From an optimization exercise on the open Yosys and OpenROAD flow, aimed at small area; shortcuts taken in it are not production practice. RTL that was checked went through simulation tests only; none was proved equivalent to the original. For run 2, only the layout was checked, not whether the RTL still works.

==> flow/design.v (outline; a module is shown in full before it is edited, if it fits) <==
// module mul_2bit: 8 lines
// module L1: 51 lines
// module L2_hybrid: 56 lines
// module extend_v1_EA: 32 lines
// module high_exp_v1_EA: 30 lines
// module mant_add_v1_EA: 27 lines
// module exp_bias_v5_EA: 35 lines
// module accum_add_EA: 67 lines
// module normalize_v1_EA: 23 lines
// module normalize_v5_EA: 228 lines
// module ST_mul_hybrid: 56 lines
// module preprocessing: 237 lines
// module multiplication: 52 lines
// module lvl1_adders: 46 lines
// module MX_MAC_hybrid_BPE: 56 lines
// module register: 25 lines
module MX_MAC_hybrid_BPE #(
	parameter M_out_width = 16
)
(
  	input  logic        clk_i,
  	input  logic        rstn,
  	input  logic [7:0]  a_mant0,
  	input  logic [7:0]  a_mant1,
  	input  logic [7:0]  a_mant2,
 	input  logic [7:0]  a_mant3,
  	input  logic [7:0]  b_mant0,
  	input  logic [7:0]  b_mant1,
  	input  logic [7:0]  b_mant2,
  	input  logic [7:0]  b_mant3,
  	input  logic [9:0]  a_exp_in0,  
  	input  logic [9:0]  a_exp_in1,
  	input  logic [9:0]  a_exp_in2,
  	input  logic [9:0]  a_exp_in3,
  	input  logic [9:0]  b_exp_in0,
  	input  logic [9:0]  b_exp_in1,
  	input  logic [9:0]  b_exp_in2,
	input  logic [9:0]  b_exp_in3,
  	input  logic [3:0]  a_sign_in0,  
	input  logic [3:0]  a_sign_in1,
	input  logic [3:0]  a_sign_in2,
	input  logic [3:0]  a_sign_in3,
  	input  logic [3:0]  b_sign_in0,
	input  logic [3:0]  b_sign_in1,
	input  logic [3:0]  b_sign_in2,
	input  logic [3:0]  b_sign_in3,
	input  logic [1:0]  prec_mode,  
	input  logic [1:0]  FP_mode,
	input  logic [7:0]  shared_exp_added,
	input  logic        A_valid,
	input  logic        B_valid,
	output logic [M_out_width-1:0] MAC_mant_out,
	output logic [7:0] MAC_exp_out,
	output logic MAC_sign_out
);
  // ...
==> flow/run.sh <==
#!/bin/bash
# synth_recipe.tcl (not shown) runs the flow's synth.tcl, then flattens the netlist and writes it again
# the make line also repeats each setting of config.mk as NAME=value (left out here)
make -C /OpenROAD-flow-scripts/flow DESIGN_CONFIG=/design/flow/config.mk WORK_HOME=/design/flow/orfs CLKGATE_MAP_FILE= SYNTH_SCRIPT=/design/flow/synth_recipe.tcl finish
==> flow/config.mk <==
export PLATFORM = sky130hd
export DESIGN_NAME = MX_MAC_hybrid_BPE
export DESIGN_NICKNAME = MX_MAC_hybrid_BPE
export VERILOG_FILES = /design/flow/design.v
export SDC_FILE = /design/flow/constraint.sdc
export NUM_CORES = 4
export LEC_CHECK = 0
export CAP_MARGIN = 20
export CORE_MARGIN = 2
export CORE_UTILIZATION = 40
export SLEW_MARGIN = 20
==> flow/constraint.sdc <==
create_clock -name core_clock -period 30.0 [get_ports {clk_i}]
set_input_delay 6.0000 -clock core_clock [delete_from_list [all_inputs] [get_ports {clk_i}]]
set_output_delay 6.0000 -clock core_clock [all_outputs]
set_load 0.01 [all_outputs]
==> run notes, run 1 <==
• 15700 um — met3 WL
• 35.2 MHz — f_max
• 85.1% — multi-input gate share of the layout cell area
• 7.48% — share of final-layout standard cells stronger than drive strength 1
• reg0.accum_mant[5] — worst setup path endpoint
• 94.8% — crit share post-route
• 0.55 ns — biggest cell delay along the critical path
• false — setup repair after global routing missed its margin
• 2 — clock tree buffer depth
• 108000 sq um — area inside the core boundary
• 1.44% — proportion of synthesized chip area in sequential cells
• 4.04% — GR Layer Usage met3
• 164 — # port buffers
• 10 — yosys warns
• 26.6% — post-synthesis simple-gate area fraction
• 278000 um — global-route wire length before repair
• 0 — max_cap viols
• 217 — number of placed I/O pins
• 0 — post-CTS sizing
• 28.58 ns — Arr. time, crit path
• 98 — largest net degree at the start of global routing
• 111000 sq um — DIE AREA
• finished clean — run status
• 1.03 — global placer's final weighted congestion
• dfrtp_1 — ys flop type
• 0 — Routed Antenna Nets
==> module MX_MAC_hybrid_BPE, before the edit <==
module MX_MAC_hybrid_BPE #(
	parameter M_out_width = 16
)
(
  	input  logic        clk_i,
  	input  logic        rstn,
  	input  logic [7:0]  a_mant0,
  	input  logic [7:0]  a_mant1,
  	input  logic [7:0]  a_mant2,
 	input  logic [7:0]  a_mant3,
  	input  logic [7:0]  b_mant0,
  	input  logic [7:0]  b_mant1,
  	input  logic [7:0]  b_mant2,
  	input  logic [7:0]  b_mant3,
  	input  logic [9:0]  a_exp_in0,  
  	input  logic [9:0]  a_exp_in1,
  	input  logic [9:0]  a_exp_in2,
  	input  logic [9:0]  a_exp_in3,
  	input  logic [9:0]  b_exp_in0,
  	input  logic [9:0]  b_exp_in1,
  	input  logic [9:0]  b_exp_in2,
	input  logic [9:0]  b_exp_in3,
  	input  logic [3:0]  a_sign_in0,  
	input  logic [3:0]  a_sign_in1,
	input  logic [3:0]  a_sign_in2,
	input  logic [3:0]  a_sign_in3,
  	input  logic [3:0]  b_sign_in0,
	input  logic [3:0]  b_sign_in1,
	input  logic [3:0]  b_sign_in2,
	input  logic [3:0]  b_sign_in3,
	input  logic [1:0]  prec_mode,  
	input  logic [1:0]  FP_mode,
	input  logic [7:0]  shared_exp_added,
	input  logic        A_valid,
	input  logic        B_valid,
	output logic [M_out_width-1:0] MAC_mant_out,
	output logic [7:0] MAC_exp_out,
	output logic MAC_sign_out
);
logic [M_out_width-1:0] out_mant;
logic [7:0]  out_exp;
logic        out_sign;
logic [M_out_width-1:0] accum_mant;
logic [7:0]  accum_exp;
logic        accum_sign;
logic [M_out_width-1+9:0] accum_FP32;
assign accum_FP32 = {accum_sign, accum_exp, accum_mant};
ST_mul_hybrid #(.M_out_width(M_out_width)) ST_mul_EA_0 (.a_mant0(a_mant0), .a_mant1(a_mant1), .a_mant2(a_mant2), .a_mant3(a_mant3), .b_mant0(b_mant0), .b_mant1(b_mant1), .b_mant2(b_mant2), .b_mant3(b_mant3), 
.a_exp_in0(a_exp_in0), .a_exp_in1(a_exp_in1), .a_exp_in2(a_exp_in2), .a_exp_in3(a_exp_in3), .b_exp_in0(b_exp_in0), .b_exp_in1(b_exp_in1), .b_exp_in2(b_exp_in2), .b_exp_in3(b_exp_in3), 
.a_sign_in0(a_sign_in0), .a_sign_in1(a_sign_in1), .a_sign_in2(a_sign_in2), .a_sign_in3(a_sign_in3), .b_sign_in0(b_sign_in0), .b_sign_in1(b_sign_in1), .b_sign_in2(b_sign_in2), .b_sign_in3(b_sign_in3), 
.prec_mode(prec_mode), .FP_mode(FP_mode), .shared_exp_added(shared_exp_added), .accum_FP32(accum_FP32), .out_mant(out_mant), .out_exp(out_exp), .out_sign(out_sign));
assign MAC_mant_out = accum_mant;
assign MAC_exp_out = accum_exp;
assign MAC_sign_out = accum_sign;
register #(.M_out_width(M_out_width)) reg0 (.clk_i(clk_i), .rstn(rstn), .output_mant(out_mant), .output_exp(out_exp), .output_sign(out_sign), .accum_mant(accum_mant), .accum_exp(accum_exp), .accum_sign(accum_sign), .A_valid(A_valid), .B_valid(B_valid));
endmodule
==> run 2, diff against run 1 <==
==> flow/design.v (replaced) <==
module mul4x4 (
	input  logic [3:0] x,
	input  logic [3:0] y,
	output logic [7:0] p
);
logic [3:0] r0, r1, r2, r3;
assign r0 = x & {4{y[0]}};
assign r1 = x & {4{y[1]}};
assign r2 = x & {4{y[2]}};
assign r3 = x & {4{y[3]}};
logic [4:0] s1;
logic [3:0] c1;
assign s1[0] = r0[1] ^ r1[0];            assign c1[0] = r0[1] & r1[0];
assign s1[1] = r0[2] ^ r1[1] ^ c1[0];    assign c1[1] = (r0[2] & r1[1]) | (c1[0] & (r0[2] ^ r1[1]));
assign s1[2] = r0[3] ^ r1[2] ^ c1[1];    assign c1[2] = (r0[3] & r1[2]) | (c1[1] & (r0[3] ^ r1[2]));
assign s1[3] = r1[3] ^ c1[2];            assign c1[3] = r1[3] & c1[2];
assign s1[4] = c1[3];
logic [4:0] s2;
logic [3:0] c2;
assign s2[0] = s1[1] ^ r2[0];            assign c2[0] = s1[1] & r2[0];
assign s2[1] = s1[2] ^ r2[1] ^ c2[0];    assign c2[1] = (s1[2] & r2[1]) | (c2[0] & (s1[2] ^ r2[1]));
assign s2[2] = s1[3] ^ r2[2] ^ c2[1];    assign c2[2] = (s1[3] & r2[2]) | (c2[1] & (s1[3] ^ r2[2]));
assign s2[3] = s1[4] ^ r2[3] ^ c2[2];    assign c2[3] = (s1[4] & r2[3]) | (c2[2] & (s1[4] ^ r2[3]));
assign s2[4] = c2[3];
logic [4:0] s3;
logic [3:0] c3;
assign s3[0] = s2[1] ^ r3[0];            assign c3[0] = s2[1] & r3[0];
assign s3[1] = s2[2] ^ r3[1] ^ c3[0];    assign c3[1] = (s2[2] & r3[1]) | (c3[0] & (s2[2] ^ r3[1]));
assign s3[2] = s2[3] ^ r3[2] ^ c3[1];    assign c3[2] = (s2[3] & r3[2]) | (c3[1] & (s2[3] ^ r3[2]));
assign s3[3] = s2[4] ^ r3[3] ^ c3[2];    assign c3[3] = (s2[4] & r3[3]) | (c3[2] & (s2[4] ^ r3[3]));
assign s3[4] = c3[3];
assign p = {s3[4:0], s2[0], s1[0], r0[0]};
endmodule
module add_rc #(
	parameter W = 8
)
(
	input  logic [W-1:0] a,
	input  logic [W-1:0] b,
	input  logic         cin,
	output logic [W-1:0] s
);
logic [W:0] c;
assign c[0] = cin;
genvar i;
generate
	for (i = 0; i < W; i = i + 1) begin : g_bit
		assign s[i] = a[i] ^ b[i] ^ c[i];
		assign c[i+1] = (a[i] & b[i]) | (c[i] & (a[i] ^ b[i]));
	end
endgenerate
endmodule
module fp_lane (
	input  logic [3:0]  x,
	input  logic [3:0]  y,
	input  logic        s,
	input  logic [6:0]  d,
	output logic [18:0] term,
	output logic        cin
);
logic [7:0] p;
mul4x4 mul0 (.x(x), .y(y), .p(p));
logic [19:0] v, sh, mask;
assign v = {p, 12'd0};
assign sh = v >> d;
assign mask = ~({20{1'b1}} << d);
assign term = {~s, sh[17:0] ^ {18{s}}};
assign cin = s & ~(|(v & mask));
endmodule
module fp4_prod (
	input  logic       ma,
	input  logic [1:0] ea,
	input  logic       sa,
	input  logic       mb,
	input  logic [1:0] eb,
	input  logic       sb,
	output logic [7:0] mag,
	output logic       s
);
logic ha, hb;
assign ha = |ea;
assign hb = |eb;
logic [3:0] q;
assign q[0] = ma & mb;
assign q[1] = (ha & mb) ^ (ma & hb);
assign q[2] = (ha & hb) & ~(ma & mb);
assign q[3] = ha & hb & ma & mb;
logic [5:0] qa;
always_comb begin
	case (ea)
		2'd3: qa = {q, 2'b00};
		2'd2: qa = {1'b0, q, 1'b0};
		default: qa = {2'b00, q};
	endcase
	case (eb)
		2'd3: mag = {qa, 2'b00};
		2'd2: mag = {1'b0, qa, 1'b0};
		default: mag = {2'b00, qa};
	endcase
end
assign s = sa ^ sb;
endmodule
module front_end (
	input  logic [7:0]  a_mant0, a_mant1, a_mant2, a_mant3,
	input  logic [7:0]  b_mant0, b_mant1, b_mant2, b_mant3,
	input  logic [9:0]  a_exp_in0, a_exp_in1, a_exp_in2, a_exp_in3,
	input  logic [9:0]  b_exp_in0, b_exp_in1, b_exp_in2, b_exp_in3,
	input  logic [3:0]  a_sign_in0, a_sign_in1, a_sign_in2, a_sign_in3,
	input  logic [3:0]  b_sign_in0, b_sign_in1, b_sign_in2, b_sign_in3,
	input  logic [1:0]  prec_mode,
	input  logic [1:0]  FP_mode,
	input  logic [7:0]  shared_exp_added,
	output logic [20:0] x_sum,
	output logic        x_sign,
	output logic [7:0]  e_in
);
logic int8, fp8, fp4, m3, e5m2;
assign int8 = (prec_mode == 2'b00);
assign fp8  = (prec_mode == 2'b01);
assign fp4  = (prec_mode == 2'b11);
assign m3   = ~FP_mode[0];
assign e5m2 = (FP_mode == 2'b11);
logic [7:0] a_abs, b_abs;
logic s_int;
assign a_abs = a_mant0[7] ? (~a_mant0 + 8'd1) : a_mant0;
assign b_abs = b_mant0[7] ? (~b_mant0 + 8'd1) : b_mant0;
assign s_int = a_mant0[7] ^ b_mant0[7];
function automatic [3:0] f8m(input [2:0] bits, input [4:0] ef, input m3_);
	f8m = m3_ ? {|ef, bits} : {1'b0, |ef, bits[1:0]};
endfunction
function automatic [4:0] f8e(input [4:0] ef);
	f8e = {ef[4:1], ef[0] | ~(|ef[4:1])};
endfunction
function automatic [3:0] f4v(input m, input [1:0] ef);
	case (ef)
		2'd0: f4v = {3'b000, m};
		2'd1: f4v = {2'b00, 1'b1, m};
		2'd2: f4v = {1'b0, 1'b1, m, 1'b0};
		default: f4v = {1'b1, m, 2'b00};
	endcase
endfunction
logic [5:0] e0, e1, e2, e3;
assign e0 = f8e(a_exp_in0[4:0]) + f8e(b_exp_in0[4:0]);
assign e1 = f8e(a_exp_in0[9:5]) + f8e(b_exp_in1[4:0]);
assign e2 = f8e(a_exp_in1[4:0]) + f8e(b_exp_in0[9:5]);
assign e3 = f8e(a_exp_in1[9:5]) + f8e(b_exp_in1[9:5]);
logic [5:0] big01, big23, big;
assign big01 = (e0 >= e1) ? e0 : e1;
assign big23 = (e2 >= e3) ? e2 : e3;
assign big   = (big01 >= big23) ? big01 : big23;
logic [3:0] x0, x1, x2, x3, y0, y1, y2, y3;
logic s0, s1, s2, s3;
logic [6:0] d0, d1, d2, d3, bigp;
assign bigp = {1'b0, big} + {4'd0, ~e5m2, 2'b00};
always_comb begin
	x0 = '0; x1 = '0; x2 = '0; x3 = '0; y0 = '0; y1 = '0; y2 = '0; y3 = '0;
	s0 = 1'b0; s1 = 1'b0; s2 = 1'b0; s3 = 1'b0;
	d0 = 7'd4; d1 = 7'd4; d2 = 7'd4; d3 = 7'd4;
	if (int8) begin
		x0 = a_abs[3:0]; y0 = b_abs[3:0];
		x1 = a_abs[7:4]; y1 = b_abs[3:0];
		x2 = a_abs[3:0]; y2 = b_abs[7:4];
		x3 = a_abs[7:4]; y3 = b_abs[7:4];
		s0 = s_int; s1 = s_int; s2 = s_int; s3 = s_int;
		d0 = 7'd12; d1 = 7'd8; d2 = 7'd8; d3 = 7'd4;
	end else if (fp8) begin
		x0 = f8m(a_mant0[2:0], a_exp_in0[4:0], m3); y0 = f8m(b_mant0[2:0], b_exp_in0[4:0], m3);
		x1 = f8m(a_mant0[6:4], a_exp_in0[9:5], m3); y1 = f8m(b_mant1[2:0], b_exp_in1[4:0], m3);
		x2 = f8m(a_mant1[2:0], a_exp_in1[4:0], m3); y2 = f8m(b_mant0[6:4], b_exp_in0[9:5], m3);
		x3 = f8m(a_mant1[6:4], a_exp_in1[9:5], m3); y3 = f8m(b_mant1[6:4], b_exp_in1[9:5], m3);
		s0 = a_sign_in0[0] ^ b_sign_in0[0];
		s1 = a_sign_in0[1] ^ b_sign_in1[0];
		s2 = a_sign_in1[0] ^ b_sign_in0[1];
		s3 = a_sign_in1[1] ^ b_sign_in1[1];
		d0 = bigp - {1'b0, e0}; d1 = bigp - {1'b0, e1}; d2 = bigp - {1'b0, e2}; d3 = bigp - {1'b0, e3};
	end else if (fp4) begin
		x0 = f4v(a_mant0[0], a_exp_in0[1:0]); y0 = f4v(b_mant0[0], b_exp_in0[1:0]);
		x1 = f4v(a_mant1[0], a_exp_in1[1:0]); y1 = f4v(b_mant0[2], b_exp_in0[3:2]);
		x2 = f4v(a_mant0[2], a_exp_in0[3:2]); y2 = f4v(b_mant1[0], b_exp_in1[1:0]);
		x3 = f4v(a_mant1[2], a_exp_in1[3:2]); y3 = f4v(b_mant1[2], b_exp_in1[3:2]);
		s0 = a_sign_in0[0] ^ b_sign_in0[0];
		s1 = a_sign_in1[0] ^ b_sign_in0[1];
		s2 = a_sign_in0[1] ^ b_sign_in1[0];
		s3 = a_sign_in1[1] ^ b_sign_in1[1];
	end
end
logic [18:0] t0, t1, t2, t3;
logic c0, c1, c2, c3;
fp_lane ln0 (.x(x0), .y(y0), .s(s0), .d(d0), .term(t0), .cin(c0));
fp_lane ln1 (.x(x1), .y(y1), .s(s1), .d(d1), .term(t1), .cin(c1));
fp_lane ln2 (.x(x2), .y(y2), .s(s2), .d(d2), .term(t2), .cin(c2));
fp_lane ln3 (.x(x3), .y(y3), .s(s3), .d(d3), .term(t3), .cin(c3));
logic [7:0] u0, u1, u2, u3;
logic us0, us1, us2, us3;
fp4_prod fq0 (.ma(a_mant2[4]), .ea(a_exp_in2[5:4]), .sa(a_sign_in2[2]), .mb(b_mant2[4]), .eb(b_exp_in2[5:4]), .sb(b_sign_in2[2]), .mag(u0), .s(us0));
fp4_prod fq1 (.ma(a_mant3[4]), .ea(a_exp_in3[5:4]), .sa(a_sign_in3[2]), .mb(b_mant2[6]), .eb(b_exp_in2[7:6]), .sb(b_sign_in2[3]), .mag(u1), .s(us1));
fp4_prod fq2 (.ma(a_mant2[6]), .ea(a_exp_in2[7:6]), .sa(a_sign_in2[3]), .mb(b_mant3[4]), .eb(b_exp_in3[5:4]), .sb(b_sign_in3[2]), .mag(u2), .s(us2));
fp4_prod fq3 (.ma(a_mant3[6]), .ea(a_exp_in3[7:6]), .sa(a_sign_in3[3]), .mb(b_mant3[6]), .eb(b_exp_in3[7:6]), .sb(b_sign_in3[3]), .mag(u3), .s(us3));
logic [8:0] v0, v1, v2, v3;
assign v0 = {~(fp4 & us0), (u0 & {8{fp4}}) ^ {8{fp4 & us0}}};
assign v1 = {~(fp4 & us1), (u1 & {8{fp4}}) ^ {8{fp4 & us1}}};
assign v2 = {~(fp4 & us2), (u2 & {8{fp4}}) ^ {8{fp4 & us2}}};
assign v3 = {~(fp4 & us3), (u3 & {8{fp4}}) ^ {8{fp4 & us3}}};
logic [20:0] op [0:11];
assign op[0]  = {2'b00, t0};
assign op[1]  = {2'b00, t1};
assign op[2]  = {2'b00, t2};
assign op[3]  = {2'b00, t3};
assign op[4]  = {4'd0, v0, 8'd0};
assign op[5]  = {4'd0, v1, 8'd0};
assign op[6]  = {4'd0, v2, 8'd0};
assign op[7]  = {4'd0, v3, 8'd0};
assign op[8]  = {2'b01, 1'b1, 9'd0, fp4 & us0, 7'd0, c0};
assign op[9]  = {12'd0, fp4 & us1, 7'd0, c1};
assign op[10] = {12'd0, fp4 & us2, 7'd0, c2};
assign op[11] = {12'd0, fp4 & us3, 7'd0, c3};
function automatic [41:0] csa(input [20:0] a, input [20:0] b, input [20:0] c);
	logic [20:0] cy;
	cy = (a & b) | (a & c) | (b & c);
	csa = {a ^ b ^ c, cy[19:0], 1'b0};
endfunction
logic [20:0] l1 [0:7];
logic [20:0] l2 [0:5];
logic [20:0] l3 [0:3];
logic [20:0] l4 [0:2];
logic [20:0] l5 [0:1];
assign {l1[0], l1[1]} = csa(op[0], op[1], op[2]);
assign {l1[2], l1[3]} = csa(op[3], op[4], op[5]);
assign {l1[4], l1[5]} = csa(op[6], op[7], op[8]);
assign {l1[6], l1[7]} = csa(op[9], op[10], op[11]);
assign {l2[0], l2[1]} = csa(l1[0], l1[1], l1[2]);
assign {l2[2], l2[3]} = csa(l1[3], l1[4], l1[5]);
assign l2[4] = l1[6];
assign l2[5] = l1[7];
assign {l3[0], l3[1]} = csa(l2[0], l2[1], l2[2]);
assign {l3[2], l3[3]} = csa(l2[3], l2[4], l2[5]);
assign {l4[0], l4[1]} = csa(l3[0], l3[1], l3[2]);
assign l4[2] = l3[3];
assign {l5[0], l5[1]} = csa(l4[0], l4[1], l4[2]);
add_rc #(.W(21)) xadd (.a(l5[0]), .b(l5[1]), .cin(1'b0), .s(x_sum));
assign x_sign = int8 ? s_int : x_sum[20];
logic [7:0] ebias;
always_comb begin
	case (prec_mode)
		2'b00: ebias = 8'd7;
		2'b11: ebias = 8'd9;
		2'b10: ebias = 8'd0;
		default: case (FP_mode)
			2'b11: ebias = 8'd229;
			2'b10: ebias = 8'd247;
			2'b01: ebias = 8'd1;
			default: ebias = 8'd255;
		endcase
	endcase
end
assign e_in = shared_exp_added + ebias + (fp8 ? {2'b00, big} : 8'd0);
endmodule
module accum_norm (
	input  logic [20:0] x_sum,
	input  logic        x_sign,
	input  logic [7:0]  e_in,
	input  logic [24:0] accum_FP32,
	output logic [15:0] out_mant,
	output logic [7:0]  out_exp,
	output logic        out_sign
);
logic [15:0] ma;
logic [7:0]  ea;
logic        sa;
assign ma = accum_FP32[15:0];
assign ea = accum_FP32[23:16];
assign sa = accum_FP32[24];
logic [8:0] d;           
assign d = {1'b0, ea} - {1'b0, e_in};
logic dneg, case1, case2, case4;
assign dneg  = d[8];
assign case1 = ~dneg & (d[7:0] < 8'd17);
assign case2 = ~dneg & ~case1;
assign case4 = dneg & (d[7:0] <= 8'd217);    
logic [5:0] r;
assign r = (dneg ? 6'd2 : 6'd20) - d[5:0];
logic [39:0] fw, qs, qmask;
assign fw = {|ea, ma, 23'd0};
assign qs = fw >> r;
assign qmask = ~({40{1'b1}} << r);
logic q_sticky;
assign q_sticky = |(fw & qmask);
logic [38:0] q;
logic qcin;
assign q = case4 ? 39'd0 : (qs[38:0] ^ {39{sa}});
assign qcin = ~case4 & sa & ~q_sticky;
logic [38:0] p;
assign p = case1 ? {{18{x_sign}}, x_sum} : {x_sum, 18'd0};
logic [38:0] y, m;
add_rc #(.W(39)) yadd (.a(p), .b(q), .cin(qcin), .s(y));
assign m = (y ^ {39{y[38]}}) + {38'd0, y[38]};
logic [38:0] n1, n2, n3, n4, n5;
logic [5:0] lz;
always_comb begin
	lz = 6'd0;
	if (m[38:7]   == '0) begin n1 = m << 32;  lz[5] = 1'b1; end else n1 = m;
	if (n1[38:23] == '0) begin n2 = n1 << 16; lz[4] = 1'b1; end else n2 = n1;
	if (n2[38:31] == '0) begin n3 = n2 << 8;  lz[3] = 1'b1; end else n3 = n2;
	if (n3[38:35] == '0) begin n4 = n3 << 4;  lz[2] = 1'b1; end else n4 = n3;
	if (n4[38:37] == '0) begin n5 = n4 << 2;  lz[1] = 1'b1; end else n5 = n4;
	if (n5[38] == 1'b0)  begin lz[0] = 1'b1; end
end
logic [15:0] nm;
assign nm = lz[0] ? n5[36:21] : n5[37:22];
logic zero;
assign zero = ~(|m);
logic [7:0] en;
assign en = case1 ? ea : e_in;
always_comb begin
	if (case2) begin
		out_mant = ma; out_exp = 8'd1; out_sign = 1'b0;
	end else begin
		out_mant = nm;
		out_exp  = zero ? en + 8'd1 : en - {2'b00, lz} + 8'd1;
		out_sign = case4 ? x_sign : y[38];
	end
end
endmodule
module mac_core (
	input  logic [7:0]  a_mant0, a_mant1, a_mant2, a_mant3,
	input  logic [7:0]  b_mant0, b_mant1, b_mant2, b_mant3,
	input  logic [9:0]  a_exp_in0, a_exp_in1, a_exp_in2, a_exp_in3,
	input  logic [9:0]  b_exp_in0, b_exp_in1, b_exp_in2, b_exp_in3,
	input  logic [3:0]  a_sign_in0, a_sign_in1, a_sign_in2, a_sign_in3,
	input  logic [3:0]  b_sign_in0, b_sign_in1, b_sign_in2, b_sign_in3,
	input  logic [1:0]  prec_mode,
	input  logic [1:0]  FP_mode,
	input  logic [7:0]  shared_exp_added,
	input  logic [24:0] accum_FP32,
	output logic [15:0] out_mant,
	output logic [7:0]  out_exp,
	output logic        out_sign
);
logic [20:0] x_sum;    
logic        x_sign;   
logic [7:0]  e_in;     
front_end fe0 (.a_mant0(a_mant0), .a_mant1(a_mant1), .a_mant2(a_mant2), .a_mant3(a_mant3),
	.b_mant0(b_mant0), .b_mant1(b_mant1), .b_mant2(b_mant2), .b_mant3(b_mant3),
	.a_exp_in0(a_exp_in0), .a_exp_in1(a_exp_in1), .a_exp_in2(a_exp_in2), .a_exp_in3(a_exp_in3),
	.b_exp_in0(b_exp_in0), .b_exp_in1(b_exp_in1), .b_exp_in2(b_exp_in2), .b_exp_in3(b_exp_in3),
	.a_sign_in0(a_sign_in0), .a_sign_in1(a_sign_in1), .a_sign_in2(a_sign_in2), .a_sign_in3(a_sign_in3),
	.b_sign_in0(b_sign_in0), .b_sign_in1(b_sign_in1), .b_sign_in2(b_sign_in2), .b_sign_in3(b_sign_in3),
	.prec_mode(prec_mode), .FP_mode(FP_mode), .shared_exp_added(shared_exp_added),
	.x_sum(x_sum), .x_sign(x_sign), .e_in(e_in));
accum_norm an0 (.x_sum(x_sum), .x_sign(x_sign), .e_in(e_in),
	.accum_FP32(accum_FP32), .out_mant(out_mant), .out_exp(out_exp), .out_sign(out_sign));
endmodule
module MX_MAC_hybrid_BPE #(
	parameter M_out_width = 16
)
(
	input  logic        clk_i,
	input  logic        rstn,
	input  logic [7:0]  a_mant0,
	input  logic [7:0]  a_mant1,
	input  logic [7:0]  a_mant2,
	input  logic [7:0]  a_mant3,
	input  logic [7:0]  b_mant0,
	input  logic [7:0]  b_mant1,
	input  logic [7:0]  b_mant2,
	input  logic [7:0]  b_mant3,
	input  logic [9:0]  a_exp_in0,
	input  logic [9:0]  a_exp_in1,
	input  logic [9:0]  a_exp_in2,
	input  logic [9:0]  a_exp_in3,
	input  logic [9:0]  b_exp_in0,
	input  logic [9:0]  b_exp_in1,
	input  logic [9:0]  b_exp_in2,
	input  logic [9:0]  b_exp_in3,
	input  logic [3:0]  a_sign_in0,
	input  logic [3:0]  a_sign_in1,
	input  logic [3:0]  a_sign_in2,
	input  logic [3:0]  a_sign_in3,
	input  logic [3:0]  b_sign_in0,
	input  logic [3:0]  b_sign_in1,
	input  logic [3:0]  b_sign_in2,
	input  logic [3:0]  b_sign_in3,
	input  logic [1:0]  prec_mode,
	input  logic [1:0]  FP_mode,
	input  logic [7:0]  shared_exp_added,
	input  logic        A_valid,
	input  logic        B_valid,
	output logic [M_out_width-1:0] MAC_mant_out,
	output logic [7:0] MAC_exp_out,
	output logic MAC_sign_out
);
logic [15:0] accum_mant;
logic [7:0]  accum_exp;
logic        accum_sign;
logic [15:0] out_mant;
logic [7:0]  out_exp;
logic        out_sign;
mac_core core0 (.a_mant0(a_mant0), .a_mant1(a_mant1), .a_mant2(a_mant2), .a_mant3(a_mant3),
	.b_mant0(b_mant0), .b_mant1(b_mant1), .b_mant2(b_mant2), .b_mant3(b_mant3),
	.a_exp_in0(a_exp_in0), .a_exp_in1(a_exp_in1), .a_exp_in2(a_exp_in2), .a_exp_in3(a_exp_in3),
	.b_exp_in0(b_exp_in0), .b_exp_in1(b_exp_in1), .b_exp_in2(b_exp_in2), .b_exp_in3(b_exp_in3),
	.a_sign_in0(a_sign_in0), .a_sign_in1(a_sign_in1), .a_sign_in2(a_sign_in2), .a_sign_in3(a_sign_in3),
	.b_sign_in0(b_sign_in0), .b_sign_in1(b_sign_in1), .b_sign_in2(b_sign_in2), .b_sign_in3(b_sign_in3),
	.prec_mode(prec_mode), .FP_mode(FP_mode), .shared_exp_added(shared_exp_added),
	.accum_FP32({accum_sign, accum_exp, accum_mant}),
	.out_mant(out_mant), .out_exp(out_exp), .out_sign(out_sign));
always @(posedge clk_i or negedge rstn) begin
	if (~rstn) begin
		accum_mant <= '0; accum_exp <= '0; accum_sign <= '0;
	end else if (A_valid & B_valid) begin
		accum_mant <= out_mant; accum_exp <= out_exp; accum_sign <= out_sign;
	end
end
assign MAC_mant_out = accum_mant;
assign MAC_exp_out = accum_exp;
assign MAC_sign_out = accum_sign;
endmodule
==> run 2 against run 1 <==
Against the previous run: the layout now fails its checks (setup timing); clock-buffer cell count unchanged; critical path type unchanged; global-route usage decreased by 2.8 points; register-to-register slack worse by 9.7 ns; die area is 45% lower; core utilization is 14 points higher; first-iteration DRC count is 63% lower; critical endpoint is now accum_exp[3].
==> run notes, run 2 <==
• fa_2 — dominant cell type by count on the critical path, was a21oi_1
• 38800 um — detailed-routing wirelength on met1, was 85000 um
• 31.3% — share of final-layout standard cells stronger than drive strength 1, was 7.48%
• 16 — yosys warns, was 10
• 26.8k — vias in the first global route, was 46.2k
• clkbuf_16 — clock root buffer, unchanged
• nor2_1, nand2_1, inv_1 — most frequent cells after synthesis, was nor2_1, nand2_1, a21oi_1
• 119 — count of unique library cells instantiated by Yosys, unchanged
• 1.03 — global placer's final weighted congestion, about the same
• 116% — crit share post-route, was 94.8%
• 0.26 ns — clock latency on the worst-skew pair, about the same
• 89500 um — Total Routed Length, was 183000 um
• 0 — number of enable flip-flop cells after synthesis, unchanged
• 0 — DRC violations left, unchanged
• 89 — floorplan row count, was 121
• 73900 um — post-detail-place hpwl, was 152000 um
• input pin — crit start category, unchanged
• 0 — diode insertion count for antenna repair, was 2
• 1965 — Iter 0 DRT Violations, was 5357
• 122 — count of cell instances traversed by the critical path, was 97
• 0 — Routed Antenna Nets, unchanged
• 0 — count of hold-fix buffers inserted at cts, unchanged
• 34.5% — slew margin rel., was 15.3%
• 247 um — width of the chip, was 334 um
• 100% — ys async rst share, unchanged
• -4.81 ns — final setup slack of the worst path, was 1.57 ns
• accum_mant x16, accum_exp x8, accum_sign x1 — registers with the most flip-flops, was reg0.accum_mant x16, reg0.accum_exp x8, reg0.accum_sign x1
• fa_1, ha_1, xnor2_1, nor2_1, a21oi_1 — cells taking the most area after synthesis, was ha_1, xnor2_1, a21oi_1, nor2_1, nand2_1
• 43 — largest net degree at the start of global routing, was 98
• adder cells — gate family responsible for the most delay along the worst path, was compound AO/OA/AOI/OAI gates
• 20 — buffer and inverter count on the worst path, was 9
• accum_exp[3] — worst setup path endpoint, was reg0.accum_mant[5]
• 61200 sq um — DIE AREA, was 111000 sq um
• 0.58 ns — biggest cell delay along the critical path, was 0.55 ns
• 101 — worst reg2reg path depth, was 47
• yes — TritonCTS clock tree, unchanged
• 1 — initial antenna violation count, was 2
• 2 — clock tree buffer depth, unchanged
• 3388 — number of standard cells after synthesis, was 6592
• accum_mant — largest reg by FF count, was reg0.accum_mant
• flop — critical path capture point type, unchanged
• 43500 um — Met2 Routed Length, was 76600 um
• 217 — number of placed I/O pins, unchanged
• 30.12 ns — Critical Path RT, was 30.15 ns
• 23700 sq um — cell area after technology mapping, was 43500 sq um
• nor2_1 — top-count cell post-synth, unchanged
• met4 — highest metal layer with signal wires, unchanged
• 4190 um — met3 WL, was 15700 um
• in2reg — type of the setup path with the least slack, unchanged
• buf_4 — most common cell after layout, fill and taps aside, was nor2_1
• fa_1 — largest area contributor in the netlist, was ha_1
• 17.7 um — detail-routed net length per standard cell, was 22.8 um
• 0 — max_cap viols, unchanged
• b_exp_in0[1] — launch point of the worst path, unchanged
• 5.50 — Via density, was 6.31
• failed layout checks — run status, was finished clean
• setup timing — violated checks
• 0 — overflow left after global routing, unchanged
• dfrtp_1 — ys flop type, unchanged
• reg2reg — class of the most critical hold timing path, unchanged
• 6.99 sq um — mean instance size in the synthesized netlist, was 6.60 sq um
• 43.8% — Area growth syn-to-layout, was 9.50%
• 28.7 MHz — f_max, was 35.2 MHz
• 15.5% — top-area cell type share of the netlist area, was 12.1%
• 16 — max FFs per register, unchanged
• 3920 — number of nets produced by synthesis, was 7308
• 28.5% — Tot GR Track Use, was 31.3%
• buf_4, nor2_1, nand2_1 — commonest cells after routing, fill and taps aside, was nor2_1, nand2_1, a21oi_1
• 247 um — die height, was 334 um
• 0 — total count of max-transition violations in the final report, unchanged
• true — setup repair after global routing missed its margin, was false
• or4b_4 — cell at the slowest stage of the critical path, was fa_1
• -98.15 ns — Final TNS setup, was 0 ns
• 148 — # port buffers, was 164
• 27.9k — total via count in the routed design, was 50.6k
• 1 — CTS H-Tree Depth, unchanged
• accum_exp[3] — capture instance of the worst register-to-register path, was reg0.accum_exp[7]
• 58800 sq um — area inside the core boundary, was 108000 sq um
• 141000 um — global-route wire length before repair, was 278000 um
• 2.64% — proportion of synthesized chip area in sequential cells, was 1.44%
• 34.81 ns — Tmin final, was 28.43 ns
• 0.06 ns — clock slew at the register clock pins of the worst setup and hold paths, was 0.07 ns
• 6 — top fanout value on the critical path, was 16
• 25 — total clock sinks, unchanged
• 6 — drt pass-1 iters, unchanged
• 4828 — layout net count, was 7320
• 0.00306 ns — setup clock skew after layout, was 0.00436 ns
• 34100 sq um — area of all placed cells without fillers, was 47700 sq um
• 3 — cts bufs inserted, unchanged
• 0 — number of failing hold endpoints at the final stage, unchanged
• accum_exp[0] — start of the worst register-to-register path, was reg0.accum_exp[0]
• 0.979 ns — Worst Max-Slew Pin Slew, was 1.26 ns
• 40.3% — effective utilization at floorplan, was 40.1%
• 34.93 ns — Arr. time, crit path, was 28.58 ns
• 32400 sq um — Cell Area, Placed, was 47000 sq um
• 24 — Final setup violation count, was 0
• 25 — number of synthesized register bits, unchanged
[run 2: final cells by class]
class | instances | area [sq um]
inverters | 331 | 1250
repair buffers | 1124 | 8900
clock inverters | 1 | 7.51
multi-input cells | 2811 | 22200
well taps | 773 | 967
fillers | 5600 | 24700
clock buffers | 3 | 75.1
flip-flops and latches | 25 | 626
[run 2: repair_timing]
action	4_1_cts	5_1_grt
setup endpoints to repair	24	25
pin swaps	46	47
gates cloned	0	0
resized for setup	224	92
buffers inserted	65	23
[run 2: cells by family (layout without fill, tap and decap cells)]
group                    after synthesis  after routing  synth area share, %
adder cells (fa/ha/maj)              346            346                 24.0
AO/OA/AOI/OAI                        866            866                 24.0
buffers and inverters                552           1459                 9.45
XOR/XNOR                             265            265                 9.95
multiplexers                         118            118                 5.26
flip-flops                            25             25                 2.64
AND/OR/NAND/NOR                     1216           1216                 24.7
[run 2: worst min-delay path by stage]
| stage | slack (ns) | cells past startpoint | start | to |
|---|---|---|---|---|
| global route | 0.64 | 2 | accum_exp[3] | accum_exp[3] |
| CTS | 0.58 | 2 | accum_exp[3] | accum_exp[3] |
| floorplan | 0.57 | 2 | accum_exp[4] | accum_exp[4] |
| finish | 0.58 | 2 | accum_exp[3] | accum_exp[3] |
| global placement | 0.56 | 2 | accum_exp[3] | accum_exp[3] |
| detailed placement | 0.56 | 2 | accum_exp[3] | accum_exp[3] |
[run 2: stage by stage]
step,util (%),worst slack (ns),hold slack (ns),cells
after CTS,57.1,-4.50,0.576,5048
after global routing,57.9,-5.75,0.638,5068
after global placement,55.0,-5.64,0.560,4980
final,57.9,-4.81,0.575,5068
after detailed placement,55.0,-5.99,0.562,4980
after floorplan,-,-4.83,0.566,3388
[run 2: per-layer routing]
metal	vias up	track usage, %
li1	13600	-
met1	13300	37.2
met2	838	50.4
met3	169	1.50
met4	0	8.65
met5	-	0
[run 2: worst min-delay path, cell delays in order (launching register included)]
cell,delay [ns]
dfrtp_1,0.41
nand2_1,0.06
o21ai_1,0.07
==> run 3, diff against run 2 <==
==> flow/design.v (replaced) <==
module fp_lane (
	input  logic [3:0]  x,
	input  logic [3:0]  y,
	input  logic        s,
	input  logic [5:0]  d,
	input  logic        e5m2,
	output logic [20:0] term,
	output logic        cin
);
logic [7:0] p;
logic [17:0] v, mag;
logic sticky;
assign p = x * y;
assign v = e5m2 ? {p[5:0], 12'd0} : {2'b00, p, 8'd0};
assign mag = v >> d;
assign sticky = |(v & ~({18{1'b1}} << d));
assign term = {3'b000, mag} ^ {21{s}};
assign cin = s & ~sticky;
endmodule
module fp4_dot (
	input  logic        en,
	input  logic [7:0]  a_mant0, a_mant1, a_mant2, a_mant3,
	input  logic [7:0]  b_mant0, b_mant1, b_mant2, b_mant3,
	input  logic [9:0]  a_exp_in0, a_exp_in1, a_exp_in2, a_exp_in3,
	input  logic [9:0]  b_exp_in0, b_exp_in1, b_exp_in2, b_exp_in3,
	input  logic [3:0]  a_sign_in0, a_sign_in1, a_sign_in2, a_sign_in3,
	input  logic [3:0]  b_sign_in0, b_sign_in1, b_sign_in2, b_sign_in3,
	output logic signed [11:0] sum
);
function automatic [3:0] f4v(input m, input [1:0] ef);
	case (ef)
		2'd0: f4v = {3'b000, m};
		2'd1: f4v = {2'b00, 1'b1, m};
		2'd2: f4v = {1'b0, 1'b1, m, 1'b0};
		default: f4v = {1'b1, m, 2'b00};
	endcase
endfunction
function automatic signed [8:0] term(input en_, input ma, input [1:0] ea, input sa, input mb, input [1:0] eb, input sb);
	logic [7:0] pu;
	logic signed [8:0] p;
	pu = f4v(ma, ea) * f4v(mb, eb);
	p = {1'b0, pu};
	term = (en_ & (sa ^ sb)) ? -p : (en_ ? p : 9'sd0);
endfunction
assign sum = term(en, a_mant0[0], a_exp_in0[1:0], a_sign_in0[0], b_mant0[0], b_exp_in0[1:0], b_sign_in0[0])
           + term(en, a_mant1[0], a_exp_in1[1:0], a_sign_in1[0], b_mant0[2], b_exp_in0[3:2], b_sign_in0[1])
           + term(en, a_mant0[2], a_exp_in0[3:2], a_sign_in0[1], b_mant1[0], b_exp_in1[1:0], b_sign_in1[0])
           + term(en, a_mant1[2], a_exp_in1[3:2], a_sign_in1[1], b_mant1[2], b_exp_in1[3:2], b_sign_in1[1])
           + term(en, a_mant2[4], a_exp_in2[5:4], a_sign_in2[2], b_mant2[4], b_exp_in2[5:4], b_sign_in2[2])
           + term(en, a_mant3[4], a_exp_in3[5:4], a_sign_in3[2], b_mant2[6], b_exp_in2[7:6], b_sign_in2[3])
           + term(en, a_mant2[6], a_exp_in2[7:6], a_sign_in2[3], b_mant3[4], b_exp_in3[5:4], b_sign_in3[2])
           + term(en, a_mant3[6], a_exp_in3[7:6], a_sign_in3[3], b_mant3[6], b_exp_in3[7:6], b_sign_in3[3]);
endmodule
module front_end (
	input  logic [7:0]  a_mant0, a_mant1, a_mant2, a_mant3,
	input  logic [7:0]  b_mant0, b_mant1, b_mant2, b_mant3,
	input  logic [9:0]  a_exp_in0, a_exp_in1, a_exp_in2, a_exp_in3,
	input  logic [9:0]  b_exp_in0, b_exp_in1, b_exp_in2, b_exp_in3,
	input  logic [3:0]  a_sign_in0, a_sign_in1, a_sign_in2, a_sign_in3,
	input  logic [3:0]  b_sign_in0, b_sign_in1, b_sign_in2, b_sign_in3,
	input  logic [1:0]  prec_mode,
	input  logic [1:0]  FP_mode,
	output logic signed [20:0] x_sum,
	output logic        x_sign,
	output logic [7:0]  x_exp
);
logic int8, fp8, fp4, m3, e5m2;
assign int8 = (prec_mode == 2'b00);
assign fp8  = (prec_mode == 2'b01);
assign fp4  = (prec_mode == 2'b11);
assign m3   = ~FP_mode[0];
assign e5m2 = fp8 & (FP_mode == 2'b11);
logic [7:0] a_abs, b_abs;
logic s_int;
assign a_abs = a_mant0[7] ? (~a_mant0 + 8'd1) : a_mant0;
assign b_abs = b_mant0[7] ? (~b_mant0 + 8'd1) : b_mant0;
assign s_int = a_mant0[7] ^ b_mant0[7];
function automatic [3:0] f8m(input [2:0] bits, input [4:0] ef, input m3_);
	f8m = m3_ ? {|ef, bits} : {1'b0, |ef, bits[1:0]};
endfunction
function automatic [4:0] f8e(input [4:0] ef);
	f8e = (ef == 5'd0) ? 5'd1 : ef;
endfunction
logic [3:0] mA0l, mA0h, mA1l, mA1h, mB0l, mB0h, mB1l, mB1h;
assign mA0l = f8m(a_mant0[2:0], a_exp_in0[4:0], m3);
assign mA0h = f8m(a_mant0[6:4], a_exp_in0[9:5], m3);
assign mA1l = f8m(a_mant1[2:0], a_exp_in1[4:0], m3);
assign mA1h = f8m(a_mant1[6:4], a_exp_in1[9:5], m3);
assign mB0l = f8m(b_mant0[2:0], b_exp_in0[4:0], m3);
assign mB0h = f8m(b_mant0[6:4], b_exp_in0[9:5], m3);
assign mB1l = f8m(b_mant1[2:0], b_exp_in1[4:0], m3);
assign mB1h = f8m(b_mant1[6:4], b_exp_in1[9:5], m3);
logic [5:0] e0, e1, e2, e3;
assign e0 = f8e(a_exp_in0[4:0]) + f8e(b_exp_in0[4:0]);
assign e1 = f8e(a_exp_in0[9:5]) + f8e(b_exp_in1[4:0]);
assign e2 = f8e(a_exp_in1[4:0]) + f8e(b_exp_in0[9:5]);
assign e3 = f8e(a_exp_in1[9:5]) + f8e(b_exp_in1[9:5]);
logic [5:0] big01, big23, big;
assign big01 = (e0 >= e1) ? e0 : e1;
assign big23 = (e2 >= e3) ? e2 : e3;
assign big   = (big01 >= big23) ? big01 : big23;
logic [3:0] x0, x1, x2, x3, y0, y1, y2, y3;
logic s0, s1, s2, s3;
logic [5:0] d0, d1, d2, d3;
always_comb begin
	x0 = '0; x1 = '0; x2 = '0; x3 = '0; y0 = '0; y1 = '0; y2 = '0; y3 = '0;
	s0 = 1'b0; s1 = 1'b0; s2 = 1'b0; s3 = 1'b0;
	d0 = big - e0; d1 = big - e1; d2 = big - e2; d3 = big - e3;
	if (int8) begin
		x0 = a_abs[3:0]; y0 = b_abs[3:0];
		x1 = a_abs[7:4]; y1 = b_abs[3:0];
		x2 = a_abs[3:0]; y2 = b_abs[7:4];
		x3 = a_abs[7:4]; y3 = b_abs[7:4];
		s0 = s_int; s1 = s_int; s2 = s_int; s3 = s_int;
		d0 = 6'd8; d1 = 6'd4; d2 = 6'd4; d3 = 6'd0;
	end else if (fp8) begin
		x0 = mA0l; y0 = mB0l; s0 = a_sign_in0[0] ^ b_sign_in0[0];
		x1 = mA0h; y1 = mB1l; s1 = a_sign_in0[1] ^ b_sign_in1[0];
		x2 = mA1l; y2 = mB0h; s2 = a_sign_in1[0] ^ b_sign_in0[1];
		x3 = mA1h; y3 = mB1h; s3 = a_sign_in1[1] ^ b_sign_in1[1];
	end
end
logic [20:0] t0, t1, t2, t3;
logic c0, c1, c2, c3;
fp_lane ln0 (.x(x0), .y(y0), .s(s0), .d(d0), .e5m2(e5m2), .term(t0), .cin(c0));
fp_lane ln1 (.x(x1), .y(y1), .s(s1), .d(d1), .e5m2(e5m2), .term(t1), .cin(c1));
fp_lane ln2 (.x(x2), .y(y2), .s(s2), .d(d2), .e5m2(e5m2), .term(t2), .cin(c2));
fp_lane ln3 (.x(x3), .y(y3), .s(s3), .d(d3), .e5m2(e5m2), .term(t3), .cin(c3));
logic signed [11:0] f4sum;
fp4_dot f4 (.en(fp4),
	.a_mant0(a_mant0), .a_mant1(a_mant1), .a_mant2(a_mant2), .a_mant3(a_mant3),
	.b_mant0(b_mant0), .b_mant1(b_mant1), .b_mant2(b_mant2), .b_mant3(b_mant3),
	.a_exp_in0(a_exp_in0), .a_exp_in1(a_exp_in1), .a_exp_in2(a_exp_in2), .a_exp_in3(a_exp_in3),
	.b_exp_in0(b_exp_in0), .b_exp_in1(b_exp_in1), .b_exp_in2(b_exp_in2), .b_exp_in3(b_exp_in3),
	.a_sign_in0(a_sign_in0), .a_sign_in1(a_sign_in1), .a_sign_in2(a_sign_in2), .a_sign_in3(a_sign_in3),
	.b_sign_in0(b_sign_in0), .b_sign_in1(b_sign_in1), .b_sign_in2(b_sign_in2), .b_sign_in3(b_sign_in3),
	.sum(f4sum));
assign x_sum = t0 + t1 + t2 + t3 + {f4sum[11], f4sum, 8'd0} + c0 + c1 + c2 + c3;
assign x_sign = int8 ? s_int : x_sum[20];
always_comb begin
	case (prec_mode)
		2'b00: x_exp = 8'd134;
		2'b11: x_exp = 8'd136;
		2'b10: x_exp = 8'd127;
		default: case (FP_mode)
			2'b11: x_exp = {2'b00, big} + 8'd100;
			2'b10: x_exp = {2'b00, big} + 8'd118;
			2'b01: x_exp = {2'b00, big} + 8'd128;
			default: x_exp = {2'b00, big} + 8'd126;
		endcase
	endcase
end
endmodule
module accum_norm (
	input  logic signed [20:0] x_sum,
	input  logic        x_sign,
	input  logic [7:0]  x_exp,
	input  logic [7:0]  shared_exp_added,
	input  logic [24:0] accum_FP32,
	output logic [15:0] out_mant,
	output logic [7:0]  out_exp,
	output logic        out_sign
);
logic [15:0] ma;
logic [7:0]  ea;
logic        sa;
assign ma = accum_FP32[15:0];
assign ea = accum_FP32[23:16];
assign sa = accum_FP32[24];
logic [7:0] e_in;
assign e_in = x_exp + shared_exp_added - 8'd127;
logic [8:0] d;           
assign d = {1'b0, ea} - {1'b0, e_in};
logic dneg, case1, case2, case4;
assign dneg  = d[8];
assign case1 = ~dneg & (d < 9'd17);
assign case2 = ~dneg & ~case1;
logic signed [8:0] ds;
assign ds = d;
assign case4 = dneg & (ds <= -9'sd39);
logic [17:0] a18;
assign a18 = sa ? -{1'b0, |ea, ma} : {1'b0, |ea, ma};
logic [5:0] r;
assign r = (dneg ? 6'd2 : 6'd20) - d[5:0];
logic signed [40:0] qw;
logic signed [40:0] aw;
assign aw = {a18, 23'd0};
assign qw = aw >>> r;
logic [38:0] q;
assign q = case4 ? 39'd0 : qw[38:0];
logic [38:0] p;
assign p = case1 ? {{18{x_sign}}, x_sum} : {x_sum, 18'd0};
logic [38:0] y, m;
assign y = p + q;
assign m = y[38] ? -y : y;
logic [38:0] n0, n1, n2, n3, n4, n5;
logic [5:0] lz;
always_comb begin
	n0 = m; lz = 6'd0;
	if (n0[38:7]  == '0) begin n1 = n0 << 32; lz[5] = 1'b1; end else n1 = n0;
	if (n1[38:23] == '0) begin n2 = n1 << 16; lz[4] = 1'b1; end else n2 = n1;
	if (n2[38:31] == '0) begin n3 = n2 << 8;  lz[3] = 1'b1; end else n3 = n2;
	if (n3[38:35] == '0) begin n4 = n3 << 4;  lz[2] = 1'b1; end else n4 = n3;
	if (n4[38:37] == '0) begin n5 = n4 << 2;  lz[1] = 1'b1; end else n5 = n4;
	if (n5[38] == 1'b0)  begin lz[0] = 1'b1; end
end
logic [15:0] nm;
assign nm = lz[0] ? n5[36:21] : n5[37:22];
logic zero;
assign zero = (m == '0);
logic [7:0] en;
assign en = case1 ? ea : e_in;
always_comb begin
	if (case2) begin
		out_mant = ma; out_exp = 8'd1; out_sign = 1'b0;
	end else begin
		out_mant = nm;
		out_exp  = zero ? en + 8'd1 : en - {2'b00, lz} + 8'd1;
		out_sign = case4 ? x_sign : y[38];
	end
end
endmodule
module mac_core (
	input  logic [7:0]  a_mant0, a_mant1, a_mant2, a_mant3,
	input  logic [7:0]  b_mant0, b_mant1, b_mant2, b_mant3,
	input  logic [9:0]  a_exp_in0, a_exp_in1, a_exp_in2, a_exp_in3,
	input  logic [9:0]  b_exp_in0, b_exp_in1, b_exp_in2, b_exp_in3,
	input  logic [3:0]  a_sign_in0, a_sign_in1, a_sign_in2, a_sign_in3,
	input  logic [3:0]  b_sign_in0, b_sign_in1, b_sign_in2, b_sign_in3,
	input  logic [1:0]  prec_mode,
	input  logic [1:0]  FP_mode,
	input  logic [7:0]  shared_exp_added,
	input  logic [24:0] accum_FP32,
	output logic [15:0] out_mant,
	output logic [7:0]  out_exp,
	output logic        out_sign
);
logic signed [20:0] x_sum;    
logic               x_sign;   
logic [7:0]         x_exp;    
front_end fe0 (.a_mant0(a_mant0), .a_mant1(a_mant1), .a_mant2(a_mant2), .a_mant3(a_mant3),
	.b_mant0(b_mant0), .b_mant1(b_mant1), .b_mant2(b_mant2), .b_mant3(b_mant3),
	.a_exp_in0(a_exp_in0), .a_exp_in1(a_exp_in1), .a_exp_in2(a_exp_in2), .a_exp_in3(a_exp_in3),
	.b_exp_in0(b_exp_in0), .b_exp_in1(b_exp_in1), .b_exp_in2(b_exp_in2), .b_exp_in3(b_exp_in3),
	.a_sign_in0(a_sign_in0), .a_sign_in1(a_sign_in1), .a_sign_in2(a_sign_in2), .a_sign_in3(a_sign_in3),
	.b_sign_in0(b_sign_in0), .b_sign_in1(b_sign_in1), .b_sign_in2(b_sign_in2), .b_sign_in3(b_sign_in3),
	.prec_mode(prec_mode), .FP_mode(FP_mode), .x_sum(x_sum), .x_sign(x_sign), .x_exp(x_exp));
accum_norm an0 (.x_sum(x_sum), .x_sign(x_sign), .x_exp(x_exp), .shared_exp_added(shared_exp_added),
	.accum_FP32(accum_FP32), .out_mant(out_mant), .out_exp(out_exp), .out_sign(out_sign));
endmodule
module MX_MAC_hybrid_BPE #(
	parameter M_out_width = 16
)
(
	input  logic        clk_i,
	input  logic        rstn,
	input  logic [7:0]  a_mant0,
	input  logic [7:0]  a_mant1,
	input  logic [7:0]  a_mant2,
	input  logic [7:0]  a_mant3,
	input  logic [7:0]  b_mant0,
	input  logic [7:0]  b_mant1,
	input  logic [7:0]  b_mant2,
	input  logic [7:0]  b_mant3,
	input  logic [9:0]  a_exp_in0,
	input  logic [9:0]  a_exp_in1,
	input  logic [9:0]  a_exp_in2,
	input  logic [9:0]  a_exp_in3,
	input  logic [9:0]  b_exp_in0,
	input  logic [9:0]  b_exp_in1,
	input  logic [9:0]  b_exp_in2,
	input  logic [9:0]  b_exp_in3,
	input  logic [3:0]  a_sign_in0,
	input  logic [3:0]  a_sign_in1,
	input  logic [3:0]  a_sign_in2,
	input  logic [3:0]  a_sign_in3,
	input  logic [3:0]  b_sign_in0,
	input  logic [3:0]  b_sign_in1,
	input  logic [3:0]  b_sign_in2,
	input  logic [3:0]  b_sign_in3,
	input  logic [1:0]  prec_mode,
	input  logic [1:0]  FP_mode,
	input  logic [7:0]  shared_exp_added,
	input  logic        A_valid,
	input  logic        B_valid,
	output logic [M_out_width-1:0] MAC_mant_out,
	output logic [7:0] MAC_exp_out,
	output logic MAC_sign_out
);
logic [15:0] accum_mant;
logic [7:0]  accum_exp;
logic        accum_sign;
logic [15:0] out_mant;
logic [7:0]  out_exp;
logic        out_sign;
mac_core core0 (.a_mant0(a_mant0), .a_mant1(a_mant1), .a_mant2(a_mant2), .a_mant3(a_mant3),
	.b_mant0(b_mant0), .b_mant1(b_mant1), .b_mant2(b_mant2), .b_mant3(b_mant3),
	.a_exp_in0(a_exp_in0), .a_exp_in1(a_exp_in1), .a_exp_in2(a_exp_in2), .a_exp_in3(a_exp_in3),
	.b_exp_in0(b_exp_in0), .b_exp_in1(b_exp_in1), .b_exp_in2(b_exp_in2), .b_exp_in3(b_exp_in3),
	.a_sign_in0(a_sign_in0), .a_sign_in1(a_sign_in1), .a_sign_in2(a_sign_in2), .a_sign_in3(a_sign_in3),
	.b_sign_in0(b_sign_in0), .b_sign_in1(b_sign_in1), .b_sign_in2(b_sign_in2), .b_sign_in3(b_sign_in3),
	.prec_mode(prec_mode), .FP_mode(FP_mode), .shared_exp_added(shared_exp_added),
	.accum_FP32({accum_sign, accum_exp, accum_mant}),
	.out_mant(out_mant), .out_exp(out_exp), .out_sign(out_sign));
always @(posedge clk_i or negedge rstn) begin
	if (~rstn) begin
		accum_mant <= '0; accum_exp <= '0; accum_sign <= '0;
	end else if (A_valid & B_valid) begin
		accum_mant <= out_mant; accum_exp <= out_exp; accum_sign <= out_sign;
	end
end
assign MAC_mant_out = accum_mant;
assign MAC_exp_out = accum_exp;
assign MAC_sign_out = accum_sign;
endmodule
==> run 3 against run 2 <==
Against the previous run: the run now finishes clean; register-to-register slack gained 10 ns; first-iteration DRC count shrank 1.6%; synthesized cell count grew 21%; clock skew shrank 0.00060 ns; die area grew 20%; sequential cell count is the same; design area shrank 9.8%.
==> run notes, run 3 <==
• finished clean — run status, was failed layout checks
• 4781 — layout net count, was 4828
• 4791 — number of nets produced by synthesis, was 3920
• 25 — total clock sinks, unchanged
• 6 — drt pass-1 iters, unchanged
• 3 — cts bufs inserted, unchanged
• accum_mant x16, accum_exp x8, accum_sign x1 — registers with the most flip-flops, unchanged
• 15.0% — top-area cell type share of the netlist area, was 15.5%
• 5.67 — Via density, was 5.50
• 35.2 MHz — f_max, was 28.7 MHz
• 0 ns — Final TNS setup, was -98.15 ns
• 626 sq um — register area, unchanged
• ha_1, fa_1, xnor2_1, nor2_1, a21oi_1 — cells taking the most area after synthesis, was fa_1, ha_1, xnor2_1, nor2_1, a21oi_1
• 30.19 ns — Critical Path RT, was 30.12 ns
• 271 um — die height, was 247 um
• 144000 um — global-route wire length before repair, was 141000 um
• 28.40 ns — Tmin final, was 34.81 ns
• input pin — crit start category, unchanged
• 27.3k — vias in the first global route, was 26.8k
• 97 — floorplan row count, was 89
• 1.11 ns — Worst Max-Slew Pin Slew, was 0.979 ns
• in2reg — type of the setup path with the least slack, unchanged
• yes — TritonCTS clock tree, unchanged
• or4_1 — cell at the slowest stage of the critical path, was or4b_4
• 8.08% — Area growth syn-to-layout, was 43.8%
• 0.976 — global placer's final weighted congestion, was 1.03
• 2 — clock tree buffer depth, unchanged
• false — setup repair after global routing missed its margin, was true
• a21oi_1 — dominant cell type by count on the critical path, was fa_2
• 0.07 ns — clock slew at the register clock pins of the worst setup and hold paths, was 0.06 ns
• 0 — Final setup violation count, was 24
• nor2_1, nand2_1, ha_1 — commonest cells after routing, fill and taps aside, was buf_4, nor2_1, nand2_1
• 0.00246 ns — setup clock skew after layout, was 0.00306 ns
• 148 — # port buffers, unchanged
• 28.5k — total via count in the routed design, was 27.9k
• 1 — CTS H-Tree Depth, unchanged
• 40.5% — effective utilization at floorplan, was 40.3%
• nor2_1, nand2_1, a21oi_1 — most frequent cells after synthesis, was nor2_1, nand2_1, inv_1
• 3.92% — share of final-layout standard cells stronger than drive strength 1, was 31.3%
• ha_1 — largest area contributor in the netlist, was fa_1
• accum_mant — largest reg by FF count, unchanged
• 4093 — number of standard cells after synthesis, was 3388
• nor2_1 — most common cell after layout, fill and taps aside, was buf_4
• 25.7% — slew margin rel., was 34.5%
• 22 — top fanout value on the critical path, was 6
• 7465 — number of inserted filler cells in the final layout, was 5600
• 74 — largest net degree at the start of global routing, was 43
• 0 — number of failing hold endpoints at the final stage, unchanged
• 28.59 ns — Arr. time, crit path, was 34.93 ns
• 0 — total count of max-transition violations in the final report, unchanged
• 0.74 ns — biggest cell delay along the critical path, was 0.58 ns
• 98 — count of unique library cells instantiated by Yosys, was 119
• 25 — number of synthesized register bits, unchanged
• 1934 — Iter 0 DRT Violations, was 1965
• 0 — DRC violations left, unchanged
• 100% — ys async rst share, unchanged
• 0 — overflow left after global routing, unchanged
• 73200 sq um — DIE AREA, was 61200 sq um
• 0 — max_cap viols, unchanged
• 2 — initial antenna violation count, was 1
• 23.8% — Tot GR Track Use, was 28.5%
• 0.27 ns — clock latency on the worst-skew pair, was 0.26 ns
• 0 — number of enable flip-flop cells after synthesis, unchanged
• clkbuf_16 — clock root buffer, unchanged
• 2.20% — proportion of synthesized chip area in sequential cells, was 2.64%
• 4 — yosys warns, was 16
• 28400 sq um — cell area after technology mapping, was 23700 sq um
• 217 — number of placed I/O pins, unchanged
• 271 um — width of the chip, was 247 um
• nor2_1 — top-count cell post-synth, unchanged
• flop — critical path capture point type, unchanged
• 0 — total setup buffers inserted after CTS, was 65
• 0 — count of hold-fix buffers inserted at cts, unchanged
• 17.8 um — detail-routed net length per standard cell, was 17.7 um
• 76400 um — post-detail-place hpwl, was 73900 um
• 0.582 ns — Hold WS, was 0.575 ns
• reg2reg — class of the most critical hold timing path, unchanged
• 70100 sq um — area inside the core boundary, was 58800 sq um
• dfrtp_1 — ys flop type, unchanged
• 25800 sq um — footprint of the multi-input gates, was 22200 sq um
• 89600 um — Total Routed Length, was 89500 um
• 16 — max FFs per register, unchanged
• 94.7% — crit share post-route, was 116%
• 6.94 sq um — mean instance size in the synthesized netlist, was 6.99 sq um
• 0 — Routed Antenna Nets, unchanged
run 3: cell count changes after synthesis, moves of 38 or more:
| cell | delta |
|---|---|
| a21oi_1 | +87 |
| nor2_1 | +101 |
| o21a_1 | +38 |
| xor2_1 | +46 |
| o21ai_0 | +61 |
| ha_1 | +183 |
| nand2_1 | +94 |
| xnor2_1 | +53 |
run 3: what timing repair did:
action / in CTS / in global routing
resized for setup: 0 / 3
setup endpoints to repair: 0 / 1
endpoints found under the hold margin: 0 / 0
run 3: kinds of logic (layout without fill, tap and decap cells):
kind of cell,after synthesis,in the layout,share of synthesized area (%)
buffers and inverters,529,518,7.16
multiplexers,132,132,4.72
AND/OR/NAND/NOR,1443,1443,23.7
XOR/XNOR,361,361,11.2
adder cells (fa/ha/maj),508,508,26.7
AO/OA/AOI/OAI,1095,1095,24.3
flip-flops,25,25,2.20
other,0,1,0
run 3: layer usage:
layer,up-vias,track usage (%),routed length (um)
li1,14300,-,-
met1,13300,30.2,39000
met2,795,42.9,43600
met3,154,1.07,3660
met4,0,8.03,3390
met5,-,0,0
run 3: metrics by stage:
step                      area, sq um  worst slack [ns]  std cells  util (%)
after floorplan                 28400              4.66       4093         -
after global placement          30600              1.22       5018      43.6
after detailed placement        30600             0.995       5018      43.6
after CTS                       30700              1.22       5022      43.8
after global routing            30700            0.0993       5022      43.8
final                           30700              1.60       5023      43.8
run 3: final timing paths:
check,startpoint,endpoint,depth (start not counted)
worst max-delay path,a_exp_in1[2],accum_exp[7],99
worst max register to register,accum_exp[0],accum_exp[7],52
worst min register to register,accum_mant[11],accum_mant[11],2
min in group asynchronous,rstn,accum_mant[8],2
worst min-delay path,accum_mant[11],accum_mant[11],2
max in group asynchronous,rstn,accum_mant[1],2
run 3: critical path: cells and delay by family:
kind | cells | cell delay (ns)
xor+xnor | 5 | 1.24
fa+ha+maj | 14 | 4.71
buf+inv | 10 | 1.98
mux | 3 | 0.51
compound gates | 45 | 9.30
simple gates | 22 | 4.79
run 3: final cells by class:
type / instances / area share [%]
Sequential cell: 25 / 2.04
Antenna cell: 1 / 0.00815
Tap cell: 940 / 3.83
Inverter: 323 / 3.96
Clock buffer: 3 / 0.244
Timing Repair Buffer: 191 / 5.87
Multi-Input combinational cell: 3539 / 84.0
Clock inverter: 1 / 0.0244

what the ideal ports hide:
In the flow no input, the clock included, has a driving cell. The finished layouts below were timed again as built, in two steps.
Step 1 assumes that a clkbuf_16 drives the clock port and a buf_2 every other input.
Step 2 adds t to the input delays and takes it off the output delays; t is the mean of the earliest and latest rising clock arrival at the registers after step 1. Input paths then give back, and output paths get back, about the clock's delay inside the block.
a / b / c = ideal / step 1 / step 2; a / b = the first two.
run | t, ns | setup slack, ns | worst slew at a driven data input, ns
run 1 | 0.309 | 1.567 / 1.575 / 1.265 | 0.16
run 2 | 0.291 | -4.809 / -4.810 / -5.101 | 0.06
run 3 | 0.295 | 1.604 / 1.607 / 1.312 | 0.05
For run 1, which loses most, drivers alone change the setup slack by +0.008 ns; drivers and shift together by -0.302 ns.
